This is an optimization exercise on Yosys and OpenROAD, whose aim is small area, a short achievable clock period and few clock cycles, not a production implementation.
Function was checked by simulation only, so behaviour that the tests miss may differ from the original.
No activity file was given, so power comes from the tool's default toggle rates.

File: config.mk
export PLATFORM = sky130hd
export DESIGN_NAME = rv32i_core
export DESIGN_NICKNAME = rv32i_core
export VERILOG_FILES = /design/flow/design.v
export SDC_FILE = /design/flow/constraint.sdc
export NUM_CORES = 4
export LEC_CHECK = 0
export CAP_MARGIN = 20
export CORE_MARGIN = 2
export CORE_UTILIZATION = 55
export PLACE_DENSITY = 0.65
export SETUP_SLACK_MARGIN = 5
export SLEW_MARGIN = 20
File: constraint.sdc
create_clock -name core_clock -period 11.0 [get_ports {clk}]
set_input_delay 2.2000 -clock core_clock [delete_from_list [all_inputs] [get_ports {clk}]]
set_output_delay 2.2000 -clock core_clock [all_outputs]
set_load 0.01 [all_outputs]
File: design.v
module RegisterFile (
    input  logic        clk,
    input  logic        rst_n,
    input  logic        we,
    input  logic [4:0]  waddr,
    input  logic [31:0] wdata,
    input  logic [4:0]  raddr1,
    input  logic [4:0]  raddr2,
    output logic [31:0] rdata1,
    output logic [31:0] rdata2
);
    logic [31:0] rf [1:31];
    logic [31:1] valid;
    always_ff @(posedge clk or negedge rst_n) begin
        if (!rst_n)
            valid <= '0;
        else if (we)
            valid[waddr] <= 1'b1;
    end
    always_ff @(posedge clk) begin
        for (int i = 1; i < 32; i++)
            if (we && waddr == 5'(i))
                rf[i] <= wdata;
    end
    always_comb begin
        rdata1 = '0;
        rdata2 = '0;
        for (int i = 1; i < 32; i++) begin
            rdata1 = rdata1 | (rf[i] & {32{valid[i] && raddr1 == 5'(i)}});
            rdata2 = rdata2 | (rf[i] & {32{valid[i] && raddr2 == 5'(i)}});
        end
    end
endmodule
`timescale 1ns / 1ps
module rv32i_core (
    input  logic        clk,
    input  logic        rst_n,
    output logic [31:0] imem_addr,
    input  logic [31:0] imem_rdata,
    output logic [31:0] dmem_addr,
    output logic [3:0]  dmem_we,
    output logic [31:0] dmem_wdata,
    input  logic [31:0] dmem_rdata,
    output logic        halt
);
    localparam logic [4:0] LUI    = 5'b01101;
    localparam logic [4:0] AUIPC  = 5'b00101;
    localparam logic [4:0] JAL    = 5'b11011;
    localparam logic [4:0] JALR   = 5'b11001;
    localparam logic [4:0] BRANCH = 5'b11000;
    localparam logic [4:0] LOAD   = 5'b00000;
    localparam logic [4:0] STORE  = 5'b01000;
    localparam logic [4:0] OP_IMM = 5'b00100;
    localparam logic [4:0] OP     = 5'b01100;
    localparam logic [4:0] SYSTEM = 5'b11100;
    logic [31:0] fi;
    assign fi = imem_rdata;
    logic [4:0] f_op;
    logic [2:0] f_f3;
    assign f_op = fi[6:2];
    assign f_f3 = fi[14:12];
    logic f_lui, f_auipc, f_jal, f_jalr, f_br, f_load, f_store, f_opimm, f_op_r, f_sys;
    assign f_lui   = (f_op == LUI);
    assign f_auipc = (f_op == AUIPC);
    assign f_jal   = (f_op == JAL);
    assign f_jalr  = (f_op == JALR);
    assign f_br    = (f_op == BRANCH);
    assign f_load  = (f_op == LOAD);
    assign f_store = (f_op == STORE);
    assign f_opimm = (f_op == OP_IMM);
    assign f_op_r  = (f_op == OP);
    assign f_sys   = (f_op == SYSTEM);
    logic [31:0] f_imm;
    always_comb begin
        if (f_lui | f_auipc)  f_imm = {fi[31:12], 12'b0};
        else if (f_jal)       f_imm = {{12{fi[31]}}, fi[19:12], fi[20], fi[30:21], 1'b0};
        else if (f_br)        f_imm = {{20{fi[31]}}, fi[7], fi[30:25], fi[11:8], 1'b0};
        else if (f_store)     f_imm = {{21{fi[31]}}, fi[30:25], fi[11:7]};
        else                  f_imm = {{21{fi[31]}}, fi[30:20]};
    end
    logic [31:2] pc_f;       
    logic [31:2] pc_e;       
    logic        halt_r;
    logic [31:0] a_reg, b_reg, imm_reg, op2x;
    logic [2:0]  f3;
    logic [4:0]  rd;
    logic        e_lui, e_auipc, e_jal, e_jalr, e_br, e_load, e_store, e_alu, e_sub, e_sra, e_wb;
    logic [32:0] sum33;
    assign sum33 = {1'b0, a_reg} + {1'b0, op2x} + {32'd0, e_sub};
    logic [31:0] sum;
    assign sum = sum33[31:0];
    logic ltu, lt;
    assign ltu = ~sum33[32];
    assign lt  = (a_reg[31] ^ ~op2x[31]) ? a_reg[31] : ltu;
    logic eq;
    assign eq = &(a_reg ^ op2x);
    logic [31:0] op2;
    assign op2 = op2x;    
    logic cond;
    always_comb begin
        case (f3)
            3'b000:  cond = eq;
            3'b001:  cond = ~eq;
            3'b100:  cond = lt;
            3'b101:  cond = ~lt;
            3'b110:  cond = ltu;
            3'b111:  cond = ~ltu;
            default: cond = 1'b0;
        endcase
    end
    assign pc_f = pc_e + 30'd1;
    logic [31:0] tsum;
    assign tsum = {pc_e, 2'b00} + imm_reg;
    logic redirect;
    assign redirect = e_jal | e_jalr | (e_br & cond);
    logic [31:2] fetch_pc;
    assign fetch_pc = !redirect ? pc_f : (e_jalr ? sum[31:2] : tsum[31:2]);
    assign imem_addr = {fetch_pc, 2'b00};
    logic [4:0] shamt;
    assign shamt = op2[4:0];
    logic [31:0] sh_rev, sh_in, sh_out, sh_res;
    logic        sh_left, sh_fill;
    assign sh_left = ~f3[2];
    assign sh_fill = e_sra & a_reg[31];
    always_comb begin
        for (int i = 0; i < 32; i++) sh_rev[i] = a_reg[31 - i];
    end
    assign sh_in  = sh_left ? sh_rev : a_reg;
    assign sh_out = $signed({sh_fill, sh_in}) >>> shamt;
    always_comb begin
        for (int i = 0; i < 32; i++) sh_res[i] = sh_left ? sh_out[31 - i] : sh_out[i];
    end
    logic [31:0] alu_res;
    always_comb begin
        case (f3)
            3'b000:  alu_res = sum;
            3'b001:  alu_res = sh_res;
            3'b010:  alu_res = {31'd0, lt};
            3'b011:  alu_res = {31'd0, ltu};
            3'b100:  alu_res = a_reg ^ op2;
            3'b101:  alu_res = sh_res;
            3'b110:  alu_res = a_reg | op2;
            default: alu_res = a_reg & op2;
        endcase
    end
    logic [31:0] ld_data;
    logic [15:0] ld_h;
    logic [7:0]  ld_b;
    assign ld_h = sum[1] ? dmem_rdata[31:16] : dmem_rdata[15:0];
    assign ld_b = sum[0] ? ld_h[15:8] : ld_h[7:0];
    always_comb begin
        case (f3[1:0])
            2'b00:   ld_data = {{24{ld_b[7] & ~f3[2]}}, ld_b};
            2'b01:   ld_data = {{16{ld_h[15] & ~f3[2]}}, ld_h};
            default: ld_data = dmem_rdata;
        endcase
    end
    logic [31:0] wb_data;
    always_comb begin
        if (e_load)                  wb_data = ld_data;
        else if (e_jal | e_jalr)     wb_data = {pc_f, 2'b00};
        else if (e_lui)              wb_data = imm_reg;
        else if (e_auipc)            wb_data = tsum;
        else                         wb_data = alu_res;
    end
    assign dmem_addr = sum;
    always_comb begin
        case (f3[1:0])
            2'b00: begin
                dmem_wdata = {4{b_reg[7:0]}};
                dmem_we    = 4'b0001 << sum[1:0];
            end
            2'b01: begin
                dmem_wdata = {2{b_reg[15:0]}};
                dmem_we    = sum[1] ? 4'b1100 : 4'b0011;
            end
            default: begin
                dmem_wdata = b_reg;
                dmem_we    = 4'b1111;
            end
        endcase
        if (!e_store)
            dmem_we = 4'b0000;
    end
    logic [4:0] rs1_f, rs2_f;
    assign rs1_f = fi[19:15];
    assign rs2_f = fi[24:20];
    logic [31:0] rf_rs1, rf_rs2;
    RegisterFile register_file (
        .clk(clk),
        .rst_n(rst_n),
        .we(e_wb),
        .waddr(rd),
        .wdata(wb_data),
        .raddr1(rs1_f),
        .raddr2(rs2_f),
        .rdata1(rf_rs1),
        .rdata2(rf_rs2)
    );
    logic byp1, byp2;
    assign byp1 = e_wb & (rd == rs1_f);
    assign byp2 = e_wb & (rd == rs2_f);
    logic [31:0] f_rs2;
    assign f_rs2 = byp2 ? wb_data : rf_rs2;
    logic f_sub;
    assign f_sub = f_br | (f_op_r & fi[30] & (f_f3 == 3'b000)) |
                   ((f_op_r | f_opimm) & (f_f3[2:1] == 2'b01));
    logic go;
    assign go = ~halt_r;
    always_ff @(posedge clk or negedge rst_n) begin
        if (!rst_n) begin
            pc_e    <= 30'h003F_FFFF;    
            halt_r  <= 1'b0;
            e_jal   <= 1'b0;
            e_jalr  <= 1'b0;
            e_br    <= 1'b0;
            e_store <= 1'b0;
            e_wb    <= 1'b0;
        end else begin
            pc_e    <= fetch_pc;
            halt_r  <= halt_r | f_sys;
            e_jal   <= go & f_jal;
            e_jalr  <= go & f_jalr;
            e_br    <= go & f_br;
            e_store <= go & f_store;
            e_wb    <= go & (fi[11:7] != 5'd0) &
                       (f_lui | f_auipc | f_jal | f_jalr | f_load | f_opimm | f_op_r);
        end
    end
    always_ff @(posedge clk) begin
         f3      <= f_f3;
        rd      <= fi[11:7];
        imm_reg <= f_imm;
        e_lui   <= f_lui;
        e_auipc <= f_auipc;
        e_load  <= f_load;
        e_sub   <= f_sub;
        e_sra   <= fi[30];
        a_reg   <= byp1 ? wb_data : rf_rs1;
        b_reg   <= f_rs2;
        op2x    <= ((f_op_r | f_br) ? f_rs2 : f_imm) ^ {32{f_sub}};
    end
    assign halt = halt_r;
endmodule
File: run.sh
#!/bin/bash
# synth_recipe.tcl (not shown) runs the flow's synth.tcl, then flattens the netlist and writes it again
# the make line also repeats each setting of config.mk as NAME=value (left out here)
make -C /OpenROAD-flow-scripts/flow DESIGN_CONFIG=/design/flow/config.mk WORK_HOME=/design/flow/orfs CLKGATE_MAP_FILE= SYNTH_SCRIPT=/design/flow/synth_recipe.tcl finish
==> results.txt <==
## area by class of cell
type                            count  area (sq um)
Fill cell                        8533         39500
Multi-Input combinational cell   3415         26100
Clock inverter                     64           619
Clock buffer                      155          3270
Inverter                          106           409
Sequential cell                  1200         34400
Timing Repair Buffer              433          4050
Antenna cell                       18          45.0
Tap cell                         1488          1860
## cells by family after synthesis
family,Yosys count,share of synthesized area
XOR/XNOR,125,0.0181
AND/OR/NAND/NOR,1236,0.102
multiplexers,151,0.0350
buffers and inverters,557,0.0361
other,1,0.0000616
AO/OA/AOI/OAI,1791,0.222
flip-flops,1200,0.564
adder cells (fa/ha/maj),109,0.0228
## metrics by stage
step / instance area, sq um / worst slack (ps) / cells / hold WS (ps)
after floorplan: 60900 / 5150 / 5171 / 433
after global placement: 64300 / 3090 / 6543 / 464
after detailed placement: 64300 / 3070 / 6543 / 471
after CTS: 70200 / 4620 / 6845 / 489
after global routing: 70700 / 4480 / 6865 / 505
final: 70700 / 4530 / 6879 / 498
## cell usage after synthesis, drive strengths merged, types with 40 or more instances
| library cell | count |
|---|---|
| a211oi | 51 |
| a21oi | 219 |
| a221oi | 265 |
| a222oi | 65 |
| a22o | 248 |
| a22oi | 414 |
| and3 | 84 |
| buf | 86 |
| clkbuf | 365 |
| dfrtp | 45 |
| dfxtp | 141 |
| edfxtp | 992 |
| ha | 106 |
| inv | 105 |
| mux2 | 42 |
| mux2i | 65 |
| mux4 | 44 |
| nand2 | 285 |
| nand3 | 158 |
| nand4 | 145 |
| nor2 | 248 |
| nor3 | 114 |
| o211ai | 42 |
| o21ai | 169 |
| o21bai | 40 |
| xnor2 | 80 |
| xor2 | 45 |
## per-layer routing
| layer | global-route usage | share of wire |
|---|---|---|
| met5 | 0.0217 | 0.0012 |
| met3 | 0.264 | 0.17 |
| met4 | 0.505 | 0.12 |
| met1 | 0.630 | 0.30 |
| met2 | 0.770 | 0.40 |
## path summary, 6_finish.rpt
| check | startpoint | endpoint | slack (ps) |
|---|---|---|---|
| max in group asynchronous | rst_n | pc_e[25]$_DFF_PN0_ | 8630 |
| worst max register to register | f3[2]$_DFF_P_ | op2x[5]$_DFF_P_ | 5020 |
| min in group asynchronous | rst_n | register_file.valid[1]$_DFFE_PN0P_ | 1680 |
| worst min register to register | register_file.valid[28]$_DFFE_PN0P_ | register_file.valid[28]$_DFFE_PN0P_ | 500 |
| worst min-delay path | register_file.valid[28]$_DFFE_PN0P_ | register_file.valid[28]$_DFFE_PN0P_ | 500 |
| worst max-delay path | a_reg[2]$_DFF_P_ | imem_addr[16] | 4530 |
## what timing repair did
| item | 4_1_cts | 5_1_grt |
|---|---|---|
| endpoints found under the setup margin | 59 | 84 |
| pin swaps | 54 | 20 |
| gates resized for setup | 422 | 60 |
| cloned | 11 | 0 |
| buffers inserted | 72 | 16 |
## worst max-delay path: stages (launching register included)
cell and delay (ps):
dfxtp_1 600, inv_1 150, ha_4 350, nor2b_4 180
o21a_1 170, o21ai_2 90, a311oi_2 380, o21ai_1 120
a31oi_2 240, xnor2_2 180, buf_6 180, a31oi_4 140
buf_4 220, buf_4 120, a21oi_2 240, buf_2 190
## power breakdown
group          switching [mW]  internal, mW
Combinational            2.08          1.10
Clock                    1.86          2.24
Sequential              0.214          5.26
Total                    4.15          8.61
## layout by cell type, fill, tap and decap left out, types with 107 or more instances in the layout
cell type,Yosys,routed
buf_4,13,239
clkdlybuf4s50_1,0,119
nor2_1,248,210
dfxtp_1,141,109
nand4_1,145,145
nand2_1,285,280
clkbuf_16,0,123
nand3_1,157,154
a221oi_1,264,261
edfxtp_1,992,992
o21ai_0,154,134
a22oi_1,414,414
a22o_1,248,248
nor3_1,112,107
a21oi_1,217,189
==> key figures <==
Outcome
  – Status: complete, no violations

Setup path
  – WP data required: 8800 ps
  – Critical Path Start Type: register
  – WP data arrival: 4270 ps
  – R2R depth: 12
  – Setup Crit Path Kind: reg -> out
  – CP Max Fanout: 8
  – Crit path capture type: output port

Drt
  – Via count: 57600
  – Pre-antenna DRT Iters: 16
  – Vias/cell: 8.37
  – WL per Instance: 46.8 um
  – WL final: 322000 um
  – Number of remaining DRC errors: 0
  – Routed Antenna Nets: 0
  – Iter 0 DRT Violations: 13700

Min path
  – Hold/Removal Path Class: reg -> reg
  – Hold Path Stages: 1

Floorplan
  – Die area: 113000 sq um
  – Site Rows: 122
  – Die width: 337 um
  – Core area: 110000 sq um
  – Starting density of the core: 0.552
  – # IOs: 167
  – Die height: 337 um

Clock network
  – CTS clock-pin slew for the worst setup and hold paths: 60 ps
  – TritonCTS clock tree: built
  – Sink Count: 1200
  – H-tree levels: 3
  – Clk buf depth: 3
  – CTS Hold Buffers Added: 0
  – Root buffer cell: clkbuf_16
  – Worst-Skew Late Latency: 780 ps
  – Inserted Clock Buffers: 118

Power
  – Pwr/cell area: 180 nW/um^2
  – PnR Total Power: 12.8 mW
  – Leak: 24.5 nW
  – Peak supply drop: 0.000156 V

STA
  – Worst slew pin tran: 1440 ps
  – Final min period: 6470 ps
  – Clk_skew: 118 ps
  – TNS Setup: 0 ps
  – Fmax: 155 MHz
  – Slew HR: 0.0395
  – Period utilisation layout: 0.588
  – Hold Violations, Final: 0
  – Fin. max-slew vios: 0
  – RSZ-0062 raised after global routing: true
  – Final setup fails: 0

Cells and area
  – Layout cells sized above 1: 0.172
  – Max FFs per register: 992
  – Synth-to-Final Area Change: 16.2%
  – Biggest register: register_file.rf
  – Nets: 5449
  – Final core utilization: 0.642

Placement
  – Placer's final routability congestion estimate: 1.06
  – Port-buffer cells: 162
  – Dpl hpwl: 193000 um

Synthesis
  – Synth area leaders: edfxtp_1, a22oi_1, dfxtp_1, a221oi_1, a22o_1
  – Post-synthesis cell area: 60900 sq um
  – Synth warn: 3
  – Synth Register Bits: 1200
  – Synth unique cells: 104
  – Share of the synthesized area in the top cell type: 0.489
  – Synthesized area per cell: 11.8 sq um
  – Number of synthesized flops with an enable pin: 992
  – Synth Flop Type: edfxtp_1
  – Post-synth top area cell: edfxtp_1
  – Ys async rst share: 0.0558
  – Post-Syn Instances: 5170
  – Sequential fraction of the synthesis area: 0.564

Global route
  – Pin count of the biggest net entering global routing: 68
  – First-pass GRT wire length: 430000 um
  – Total track usage: 0.555
  – Number of global-route vias before repair: 52900
  – Antenna violations before repair: 26
  – Total gr overflow: 0

Run
  – Max cap viols: 0
Testbench counts, summed over its fixed seeds: cycles 37,878.

separate check: timing with driven ports:
In the flow no input, the clock included, has a driving cell. The finished layout below was timed again as built, in two steps.
Step 1 assumes that a clkbuf_16 drives the clock port and a buf_2 every other input.
Step 2 moves the port delays by t, midway between the first and last clock arrival at a register: inputs arrive t later, outputs are due t later. That takes back most of the time a late clock gives input paths.
Three values: ideal, step 1, step 2; two values: the first two.
shift t [ns]: 0.804
setup slack, ns: 4.528 / 4.448 / 4.039
worst hold slack (ns): 0.498 / 0.498 / 0.498
worst data-port slew with drivers (ns): 0.05
After both steps setup and hold are still met in this run. The setup slack of this run moves by -0.080 ns with the drivers and by -0.489 ns with both steps.
